This design comes from an exercise in tuning for small area, a short achievable clock period and few clock cycles on the open sky130 flow, not from production work.
RTL that was checked went through simulation tests only; none was proved equivalent to the original.

==> inputs of run Y <==
Design milestone1, start of the top module:
module milestone1 (
	input  logic        CLOCK_50_I,
	input  logic        resetn,
	input  logic        ena,
	output logic        done,
	output logic [17:0] SRAM_address,
	output logic [15:0] SRAM_write_data,
	output logic        SRAM_we_n,
	input  logic [15:0] SRAM_read_data
);
export LEC_CHECK = 0
export CAP_MARGIN = 20
export CORE_MARGIN = 2
export CORE_UTILIZATION = 60
export CTS_CLUSTER_DIAMETER = 100
export CTS_CLUSTER_SIZE = 25
export PLACE_DENSITY = 0.7
export SLEW_MARGIN = 20
export SYNTH_HIERARCHICAL = 1
export SYNTH_MINIMUM_KEEP_SIZE = 0
create_clock -name core_clock -period 12.0 [get_ports {CLOCK_50_I}]
standard.sh (not shown) runs the stock make flow with config.mk's settings and CLKGATE_MAP_FILE= SYNTH_SCRIPT=/design/flow/synth_recipe.tcl, a recipe that flattens the netlist after the stock synthesis.
==> flow/flow/run.sh <==
#!/bin/bash
# Layout flow: the standard layout (standard.sh, with config.mk's settings),
# with buf_2 cells as the port buffers and a larger setup margin for the timing
# repairs, so that they also speed up paths that already meet the 12 ns clock.
# make's output goes to flow.log; each ORFS step keeps its own log under orfs/logs/.
set -euo pipefail
bash standard.sh "BUFFER_PORTS_ARGS=-buffer_cell sky130_fd_sc_hd__buf_2" SETUP_SLACK_MARGIN=8.55 finish > flow.log 2>&1
==> inputs of run M, as changes to run Y <==
==> flow/run.sh (new file) <==
#!/bin/bash
# synth_recipe.tcl (not shown) runs the flow's synth.tcl, then flattens the netlist and writes it again
# the make line also repeats each setting of config.mk as NAME=value (left out here)
make -C /OpenROAD-flow-scripts/flow DESIGN_CONFIG=/design/flow/config.mk WORK_HOME=/design/flow/orfs CLKGATE_MAP_FILE= SYNTH_SCRIPT=/design/flow/synth_recipe.tcl finish
==> flow/config.mk (replaced) <==
export PLATFORM = sky130hd
export DESIGN_NAME = milestone1
export DESIGN_NICKNAME = milestone1
export VERILOG_FILES = /design/flow/design.v
export SDC_FILE = /design/flow/constraint.sdc
export NUM_CORES = 4
export LEC_CHECK = 0
export CAP_MARGIN = 20
export CORE_MARGIN = 2
export CORE_UTILIZATION = 40
export SLEW_MARGIN = 20
export SYNTH_HIERARCHICAL = 1
export SYNTH_MINIMUM_KEEP_SIZE = 0
removed: flow/flow/run.sh
removed: flow/standard.sh
==> inputs of run G, as changes to run Y <==
--- a/flow/design.v
+++ b/flow/design.v
@@ -6,21 +6,20 @@
 	output logic [17:0] SRAM_address,
 	output logic [15:0] SRAM_write_data,
 	output logic        SRAM_we_n,
 	input  logic [15:0] SRAM_read_data
 );
-logic        ena_q;        
 logic        we;           
 logic        run;          
 logic        wen;          
 logic [9:0]  ph;           
 logic [15:0] n;            
 logic [6:0]  q;            
 logic        q0, q1, q2;   
 logic [16:0] waddr;        
 logic start, act, finish;
-assign start  = ena_q & ~run & ~done;
+assign start  = ena & ~run & ~done;
 assign act    = run | start;
 assign finish = run & ph[9] & (n == 16'd19200);
 assign SRAM_we_n = ~we;
 logic k157, k159, k1;      
 logic k158, k0;            
@@ -1231,14 +1230,11 @@
 		q0        <= 1'b0;
 		q1        <= 1'b0;
 		q2        <= 1'b0;
 		waddr     <= 17'h03E00;
 		we        <= 1'b0;
-		ena_q     <= 1'b0;
-	end else begin
-		ena_q <= ena;
-		if (act) begin
+	end else if (act) begin
 		ph <= {ph[8:0], ph[9]};
 		if (start)
 			run <= 1'b1;
 		if (ph[9]) begin
 			q  <= (q == 7'd79) ? 7'd0 : q + 7'd1;
@@ -1255,11 +1251,10 @@
 			waddr <= waddr + 17'd1;
 		if (finish) begin
 			run  <= 1'b0;
 			done <= 1'b1;
 		end
-		end
 	end
 end
 always_ff @(posedge CLOCK_50_I) begin
 	k157    <= (ph[1] | ph[2]) & q0;
 	k159    <= (ph[1] | ph[2]) & q1;
==> flow/run.sh (new file) <==
#!/bin/bash
# synth_recipe.tcl (not shown) runs the flow's synth.tcl, then flattens the netlist and writes it again
# the make line also repeats each setting of config.mk as NAME=value (left out here)
make -C /OpenROAD-flow-scripts/flow DESIGN_CONFIG=/design/flow/config.mk WORK_HOME=/design/flow/orfs CLKGATE_MAP_FILE= SYNTH_SCRIPT=/design/flow/synth_recipe.tcl finish
==> flow/config.mk (replaced) <==
export PLATFORM = sky130hd
export DESIGN_NAME = milestone1
export DESIGN_NICKNAME = milestone1
export VERILOG_FILES = /design/flow/design.v
export SDC_FILE = /design/flow/constraint.sdc
export NUM_CORES = 4
export LEC_CHECK = 0
export CAP_MARGIN = 20
export CORE_MARGIN = 2
export CORE_UTILIZATION = 40
export SLEW_MARGIN = 20
export SYNTH_HIERARCHICAL = 1
export SYNTH_MINIMUM_KEEP_SIZE = 0
removed: flow/flow/run.sh
removed: flow/standard.sh
==> qor.csv <==
metric;value;unit
status;timing/DRC/antenna clean;
H-tree depth;2;
CP max stage cell;clkdlybuf4s50_1;
Post-DP Area;24300;µm²
met3 routed WL;2.12;mm
DRT iter0 DRCs;773;
Relative slew margins;0.306;
top layer in use;met4;
Worst path top cell family by delay;simple AND/OR/NAND/NOR gates;
CP Capture Point;waddr[15]$_DFFE_PN0P_;
#FFs+latches synth;377;
Reg2Reg Capture Point;gb_q[6]$_DFF_P_;
die height;244;µm
[end of results for run G]
==> qor.csv <==
metric;value;unit
status;timing/DRC/antenna clean;
Reg2Reg Capture Point;bb_q[3]$_DFF_P_;
Post-DP Area;23900;µm²
top layer in use;met5;
CP max stage cell;dfrtp_1;
die height;200;µm
#FFs+latches synth;378;
Relative slew margins;0.291;
met3 routed WL;2.57;mm
CP Capture Point;SRAM_we_n;
[end of results for run Y]
==> qor.csv <==
metric;value;unit
Relative slew margins;0.287;
Worst path top cell family by delay;buffers and inverters;
DRT iter0 DRCs;867;
status;timing/DRC/antenna clean;
met3 routed WL;2.00;mm
#FFs+latches synth;378;
CP max stage cell;clkdlybuf4s50_1;
H-tree depth;2;
Post-DP Area;24500;µm²
CP Capture Point;SRAM_we_n;
Reg2Reg Capture Point;gb_q[6]$_DFF_P_;
die height;244;µm
[end of results for run M]
Testbench counts of run Y, summed over its fixed seeds: cycles 768,092.
Testbench counts of run M, summed over its fixed seeds: cycles 768,092.
The RTL of run G was laid out without a check of its function.

* * *

==> v22: inputs <==
milestone1, a different RTL version from the one above (not shown whole).
clock: 12.0 ns
lec_check: 0
cap_margin: 20
core_margin: 2
core_utilization: 40
slew_margin: 20
run.sh (not shown) runs the stock make flow with config.mk's settings and CLKGATE_MAP_FILE= SYNTH_SCRIPT=/design/flow/synth_recipe.tcl, a recipe that flattens the netlist after the stock synthesis.
Stock flow here: none of the scripts above is used.
==> v25 (differences from v22) <==
Settings changed: ABC_CLOCK_PERIOD_IN_PS from default to 3500.
==> flow_metrics.env <==
export IMPL_final_cell_area_um2=26100
export IMPL_first_pass_iters=5
export IMPL_reg2reg_slack_ps=7260
export IMPL_status="complete, no violations"
export IMPL_dr_total_vias=14390
export IMPL_syn_inst=2063
export IMPL_h_tree_depth=2
export IMPL_max_cap_violations=0
export IMPL_yosysWarnings=2
export IMPL_routed_top_layer="met4"
export IMPL_r2r_end="vreg[8]"
The numbers above come from v25.

==> flow_metrics.env <==
export IMPL_yosysWarnings=2
export IMPL_r2r_end="vreg[8]"
export IMPL_reg2reg_slack_ps=7260
export IMPL_routed_top_layer="met4"
export IMPL_syn_inst=2063
export IMPL_status="complete, no violations"
export IMPL_antennaDiodeCount=0
export IMPL_final_cell_area_um2=26100
export IMPL_wl_met3_um=2157
export IMPL_dominant_cells="multi-input combinational cells"
export IMPL_crit_path_max_fanout=4
export IMPL_h_tree_depth=2
The numbers above come from v22.

Function was not checked in any run of this note: the RTL went through the layout flow alone.

* * *

==> inputs of run D <==
RTL: one of the versions met above, not the one the previous note started from.
clock: 12.0 ns
lec_check: 0
cap_margin: 20
core_margin: 2
core_utilization: 60
cts_cluster_diameter: 100
cts_cluster_size: 25
place_density: 0.7
slew_margin: 20
synth_hierarchical: 1
synth_minimum_keep_size: 0
standard.sh (not shown) runs the stock make flow with config.mk's settings and CLKGATE_MAP_FILE= SYNTH_SCRIPT=/design/flow/synth_recipe.tcl, a recipe that flattens the netlist after the stock synthesis.
==> flow/flow/run.sh <==
#!/bin/bash
# Layout flow: the standard layout (standard.sh, with config.mk's settings),
# asking its timing repairs for a larger setup margin so that they also speed up
# paths that already meet the 12 ns clock.  make's output goes to flow.log; each
# ORFS step keeps its own log under orfs/logs/.
set -euo pipefail
bash standard.sh SETUP_SLACK_MARGIN=8.5 finish > flow.log 2>&1
==> run K: changes against run D <==
==> flow/run.sh (new file) <==
#!/bin/bash
# synth_recipe.tcl (not shown) runs the flow's synth.tcl, then flattens the netlist and writes it again
# the make line also repeats each setting of config.mk as NAME=value (left out here)
make -C /OpenROAD-flow-scripts/flow DESIGN_CONFIG=/design/flow/config.mk WORK_HOME=/design/flow/orfs CLKGATE_MAP_FILE= SYNTH_SCRIPT=/design/flow/synth_recipe.tcl finish
removed: flow/flow/run.sh
removed: flow/standard.sh
==> run H: changes against run D <==
--- a/flow/flow/run.sh
+++ b/flow/flow/run.sh
@@ -5,3 +5,3 @@
 # ORFS step keeps its own log under orfs/logs/.
 set -euo pipefail
-bash standard.sh SETUP_SLACK_MARGIN=8.5 finish > flow.log 2>&1
+bash standard.sh SETUP_SLACK_MARGIN=8.7 finish > flow.log 2>&1
==> comparison <==
Via count, lowest first: run K, run D, run H. The lowest setup slack belongs to run K, the highest to run H. Utilization, highest first: run H, run D, run K. Global-route usage: run K < run D < run H. First-iteration DRC count: run H is larger than run D (23%). In run H the sequential share of layout area is lower than in run K, by 0.73 points.
==> figures <==
                                                              run K           run H           run D
DR WL met2                                                  25.6 mm         26.6 mm         26.0 mm
Clk Latency, worst-skew pair                                0.57 ns         0.55 ns         0.57 ns
Status                                               finished clean  finished clean  finished clean
Final standard cell utilization of the core                   65.5%           67.1%           66.3%
Met1 global-route usage                                       36.1%           36.7%           36.6%
Gates resized, CTS repair                                         0             167             143
CP Capture Type                                         output port     output port            flop
Timing-limited maximum frequency                          0.255 GHz       0.286 GHz       0.284 GHz
Instance area at placement                                24200 um2       24200 um2       24200 um2
Multi-input gate share of total cell area                     51.8%           50.9%           51.2%
Required time worst endpoint                                9.60 ns         9.60 ns        12.42 ns
Setup repair after global routing missed its margin           false            true            true
Testbench counts of run D, summed over its fixed seeds: cycles 768,092.
Testbench counts of run K, summed over its fixed seeds: cycles 768,092.
Testbench counts of run H, summed over its fixed seeds: cycles 768,092.

-- separate check: timing with driven ports --
The results above use ideal ports. As a check the final layouts listed here were re-extracted and re-timed, cells and wires unchanged.
Step 1, drivers: a clkbuf_16 drives CLOCK_50_I and a buf_2 each remaining input, both assumed.
Step 2 moves the port delays by t, midway between the first and last clock arrival at a register: inputs arrive t later, outputs are due t later. That takes back most of the time a late clock gives input paths.
a / b / c = ideal / step 1 / step 2; a / b = the first two.
run	t (ns)	slack for setup (ns)	worst setup path at the end	worst register clock-pin slew, ns
run Y	0.592	8.461 / 8.405 / 8.611	register to register	0.10 / 0.10
run M	0.635	8.054 / 7.995 / 8.218	register to register	0.07 / 0.07
run G	0.629	7.829 / 7.870 / 7.241	input to register	0.07 / 0.07
v22	0.625	7.264 / 7.264 / 7.257	input to register	0.07 / 0.07
v25	0.625	7.264 / 7.264 / 7.257	input to register	0.07 / 0.07
run D	0.607	8.485 / 8.444 / 8.428	input to register	0.11 / 0.11
run K	0.607	8.086 / 8.027 / 8.313	register to register	0.11 / 0.11
run H	0.594	8.506 / 8.450 / 8.436	input to register	0.11 / 0.11
After both steps setup and hold are still met in every run listed. For run G, which loses most, drivers alone change the setup slack by +0.041 ns; drivers and shift together by -0.588 ns.
